This is an optimization exercise on Yosys and OpenROAD, whose aim is small area, not a production implementation. Where RTL was checked, it was by simulation tests only, not by an equivalence proof against the original. No activity file was given, so power comes from the tool's default toggle rates. No driver is modelled on the clock port, so clocking that relies on it looks cheaper here than on a real chip.

## uart_core
module uart_core(
  input                  clk     ,
  input                  rst_n   ,       
  input                  serial_in_i     ,
  output                 serial_out_o    ,  
  output  [15:0]         bus2ip_addr_o   ,
  output  [15:0]         bus2ip_data_o   ,
  output                 bus2ip_rd_ce_o  ,     
  output                 bus2ip_wr_ce_o  ,     
  input   [15:0]         ip2bus_data_i
);
Settings: LEC_CHECK=0, CAP_MARGIN=20, CORE_MARGIN=2, CORE_UTILIZATION=60, GPL_ROUTABILITY_DRIVEN=0, GPL_TIMING_DRIVEN=0, SLEW_MARGIN=20; clock period 8.0 ns.
standard.sh (not shown) runs the stock make flow with config.mk's settings and CLKGATE_MAP_FILE= SYNTH_SCRIPT=/design/flow/synth_recipe.tcl, a recipe that flattens the netlist after the stock synthesis.
==> flow/flow/run.sh <==
#!/bin/bash
set -o pipefail
export CTS_ARGS="-sink_clustering_enable -repair_clock_nets -dont_use_dummy_load -sink_clustering_size 30 -sink_clustering_max_diameter 100"
export BUFFER_PORTS_ARGS="-buffer_cell sky130_fd_sc_hd__buf_1"
bash standard.sh > standard.log 2>&1
==> next run, changes <==
- CAP_MARGIN: 20 -> 0
- CORE_UTILIZATION: 60 -> 65
- GPL_ROUTABILITY_DRIVEN: 0 -> not set
- GPL_TIMING_DRIVEN: 0 -> not set
- SLEW_MARGIN: 20 -> 0
What happened: Wire length drops by 7.2%. Global-route usage rose by 0.39 points. Hold slack improves by 0.014 ns. Total power is lower by 0.93%. Final area went down by 1.2%. Synthesized cell count is unchanged. Setup slack is better by 0.39 ns. Core utilization increases by 4.3 points.


Another version of the RTL of uart_core (not shown whole).
Size in the first run: ~2400 cells after synthesis, ~870 flip-flops, about 34000 um2 of cells after synthesis.
Settings: LEC_CHECK=0, CAP_MARGIN=20, CORE_MARGIN=2, CORE_UTILIZATION=60, SLEW_MARGIN=20; clock period 8.0 ns.
Scripts as last shown in full above: flow/flow/run.sh
The starting point finished clean.
Change:
==> flow/flow/run.sh (replaced) <==
#!/bin/bash
set -o pipefail
export CTS_ARGS="-sink_clustering_enable -repair_clock_nets -dont_use_dummy_load -sink_clustering_size 28 -sink_clustering_max_diameter 60"
export BUFFER_PORTS_ARGS="-buffer_cell sky130_fd_sc_hd__buf_1"
bash standard.sh > standard.log 2>&1
Sequential cell count is unchanged.
Power goes up by 5.4%.
Fmax decreases by 0.59%.
Utilization rises by 0.62 points.
Routed wire length rises by 0.53%.
Via count rose by 0.71%.
Critical path depth rose by 1.
Non-clock buffer count stays the same.
Global-route usage came out higher by 0.13 points.
Change:
==> flow/flow/run.sh (replaced) <==
#!/bin/bash
set -o pipefail
export CTS_ARGS="-sink_clustering_enable -repair_clock_nets -dont_use_dummy_load -sink_clustering_size 32 -sink_clustering_max_diameter 50"
export BUFFER_PORTS_ARGS="-buffer_cell sky130_fd_sc_hd__buf_1"
bash standard.sh > standard.log 2>&1
- CAP_MARGIN: 20 -> 5
- SLEW_MARGIN: 20 -> 5
Effect: Core utilization is higher by 0.83 points. Routed wire length is higher by 1.1%. Worst hold slack improves by 0.045 ns. Global-route usage is higher by 0.41 points. Power is higher by 7.3%. Critical path depth is lower by 1.
No run of this note included a check of the RTL's function; only the layout flow was run.


Another version of the RTL of uart_core (not shown whole).
Size in the first run: roughly 880 flip-flops, ~35000 um2 of cells after synthesis.
==> flow/config.mk <==
export PLATFORM = sky130hd
export DESIGN_NAME = uart_core
export DESIGN_NICKNAME = uart_core
export VERILOG_FILES = /design/flow/design.v
export SDC_FILE = /design/flow/constraint.sdc
export NUM_CORES = 4
export LEC_CHECK = 0
export CAP_MARGIN = 20
export CORE_MARGIN = 2
export CORE_UTILIZATION = 40
export SLEW_MARGIN = 20
==> flow/constraint.sdc <==
create_clock -name core_clock -period 8.0 [get_ports {clk}]
set_input_delay 1.6000 -clock core_clock [delete_from_list [all_inputs] [get_ports {clk}]]
set_output_delay 1.6000 -clock core_clock [all_outputs]
set_load 0.01 [all_outputs]
==> flow/flow/run.sh <==
#!/bin/bash
set -o pipefail
export CTS_ARGS="-sink_clustering_enable -repair_clock_nets -dont_use_dummy_load"
export BUFFER_PORTS_ARGS="-buffer_cell sky130_fd_sc_hd__buf_1"
bash standard.sh > standard.log 2>&1
The baseline ran to the end with no violations.
Next try:
==> flow/run.sh (new file) <==
#!/bin/bash
# synth_recipe.tcl (not shown) runs the flow's synth.tcl, then flattens the netlist and writes it again
# the make line also repeats each setting of config.mk as NAME=value (left out here)
make -C /OpenROAD-flow-scripts/flow DESIGN_CONFIG=/design/flow/config.mk WORK_HOME=/design/flow/orfs CLKGATE_MAP_FILE= SYNTH_SCRIPT=/design/flow/synth_recipe.tcl finish
ABC_AREA = 1   (was default)
CORE_UTILIZATION = 55   (was 40)
CTS_BUF_LIST = sky130_fd_sc_hd__clkbuf_4 sky130_fd_sc_hd__clkbuf_8   (was default)
CTS_CLUSTER_SIZE = 24   (was default)
removed: flow/flow/run.sh
removed: flow/standard.sh
The changed run completed with no timing, DRC or antenna violations.
Routed wire length rises by about a fifth.
Critical path depth rises by 4.
Die area falls by a quarter to a third.
Maximum frequency falls by roughly a tenth.


uart_core with an RTL version that a note above also has.
For scale: about 2400 cells after synthesis, roughly 54 I/O pins, roughly 34000 µm² of cells after synthesis.
clock: 8.0 ns
lec_check: 0
cap_margin: 20
core_margin: 2
core_utilization: 60
slew_margin: 20
==> flow/flow/run.sh <==
#!/bin/bash
set -o pipefail
export CTS_ARGS="-sink_clustering_enable -repair_clock_nets -dont_use_dummy_load -sink_clustering_size 32 -sink_clustering_max_diameter 90"
export BUFFER_PORTS_ARGS="-buffer_cell sky130_fd_sc_hd__buf_1"
bash standard.sh > standard.log 2>&1
The baseline went through all stages and came out clean.
Next try:
==> flow/flow/run.sh (replaced) <==
#!/bin/bash
set -o pipefail
export CTS_ARGS="-sink_clustering_enable -repair_clock_nets -dont_use_dummy_load -sink_clustering_size 30 -sink_clustering_max_diameter 100"
export BUFFER_PORTS_ARGS="-buffer_cell sky130_fd_sc_hd__buf_1"
bash standard.sh > standard.log 2>&1
PLACE_DENSITY = 0.7   (was not set)
The new run passed the timing, design-rule and antenna checks. Critical path depth goes down by 3. Global-route usage falls by 0.53 points. Sequential share of layout area barely changes. Cell count stays flat. Non-clock buffer count goes down by 4. Clock-buffer cell count is unchanged. Utilization hardly moves. Sequential cell count does not change. Final area hardly moves. Worst setup slack gains 0.046 ns.
Next try:
CORE_UTILIZATION = 70   (was 60)
PLACE_DENSITY = 0.75   (was 0.7)
Effect:
- area after synthesis is unchanged
- non-clock buffer count is higher by 5
- sequential share of layout area is higher by 0.31 points
- routed wire length stays flat
- sequential power stays flat
- synthesized cell count is unchanged
- critical path depth is lower by 3
- die area is lower by 14%
- worst setup slack gets worse by 0.018 ns
- via count is higher by about 0.5%
- worst hold slack gets better by 0.014 ns
Next try:
==> flow/flow/run.sh (replaced) <==
#!/bin/bash
set -o pipefail
export CTS_ARGS="-sink_clustering_enable -repair_clock_nets -dont_use_dummy_load -root_buf sky130_fd_sc_hd__clkbuf_16 -buf_list sky130_fd_sc_hd__clkbuf_8 -sink_clustering_size 16 -sink_clustering_max_diameter 60"
export BUFFER_PORTS_ARGS="-buffer_cell sky130_fd_sc_hd__buf_1"
bash standard.sh > standard.log 2>&1
CORE_UTILIZATION = 60   (was 70)
PLACE_DENSITY = 0.7   (was 0.75)
The new run went through all stages and came out clean.
Design area came out higher by 0.90%.
Sequential share of layout area came out lower by 0.56 points.
Fmax stays flat.
Synthesized cell count is unchanged.
Register-to-register slack barely changes.
Routed wire length came out higher by 0.45%.
Global-route usage came out lower by 4.3 points.
Die area came out higher by 16%.
Synthesized area stays the same.
Sequential power hardly moves.
Next try:
==> flow/flow/run.sh (replaced) <==
#!/bin/bash
set -o pipefail
export CTS_ARGS="-sink_clustering_enable -repair_clock_nets -dont_use_dummy_load -sink_clustering_size 30 -sink_clustering_max_diameter 100"
export BUFFER_PORTS_ARGS="-buffer_cell sky130_fd_sc_hd__buf_1"
bash standard.sh > standard.log 2>&1
PLACE_DENSITY = not set   (was 0.7)
What happened: The changed run produced a clean layout; critical path depth rises by 2; sequential power hardly moves; via count falls by 1.7%; count of clock-buffer cells in the layout shrinks by 31; hold slack loses 0.021 ns.

## re-timing with driven ports
The flow's constraints put no driver on any port. The routed layouts listed below were extracted and timed again, unchanged, in two steps. Step 1 sets driving cells, clkbuf_16 on the clock port and buf_2 on the other inputs (assumed; they add their load-dependent delay and slew). Step 2, shift: input delay + t, output delay - t, t = (earliest + latest rising clock arrival at the registers) / 2. This alone moves slack from input paths to output paths. Slacks: ideal / step 1 / step 2; pairs: ideal / step 1.
run | shift t [ns] | slack for setup (ns) | worst setup path at the end | slew at the worst register clock pin (ns)
the first run of note 1 | 0.639 | 1.404 / 1.341 / 1.980 | register to output | 0.12 / 0.12
the second run of note 1 | 0.653 | 1.791 / 1.726 / 2.379 | register to output | 0.12 / 0.12
the first run of note 2 | 0.637 | 1.445 / 1.383 / 2.021 | register to output | 0.11 / 0.11
the second run of note 2 | 0.660 | 1.407 / 1.344 / 2.005 | register to output | 0.10 / 0.10
the third run of note 2 | 0.653 | 1.427 / 1.365 / 2.018 | register to output | 0.11 / 0.11
the first run of note 3 | 0.686 | 1.658 / 1.594 / 2.280 | register to output | 0.06 / 0.06
the second run of note 3 | 0.822 | 0.790 / 0.733 / 1.555 | register to output | 0.07 / 0.07
the first run of note 4 | 0.645 | 1.611 / 1.547 / 2.192 | register to output | 0.12 / 0.12
the second run of note 4 | 0.636 | 1.657 / 1.595 / 2.231 | register to output | 0.12 / 0.12
the third run of note 4 | 0.639 | 1.639 / 1.579 / 2.218 | register to output | 0.12 / 0.12
the fourth run of note 4 | 0.633 | 1.653 / 1.588 / 2.222 | register to output | 0.11 / 0.11
the fifth run of note 4 | 0.658 | 1.574 / 1.505 / 2.163 | register to output | 0.11 / 0.11
After both steps every run listed still meets setup and hold.
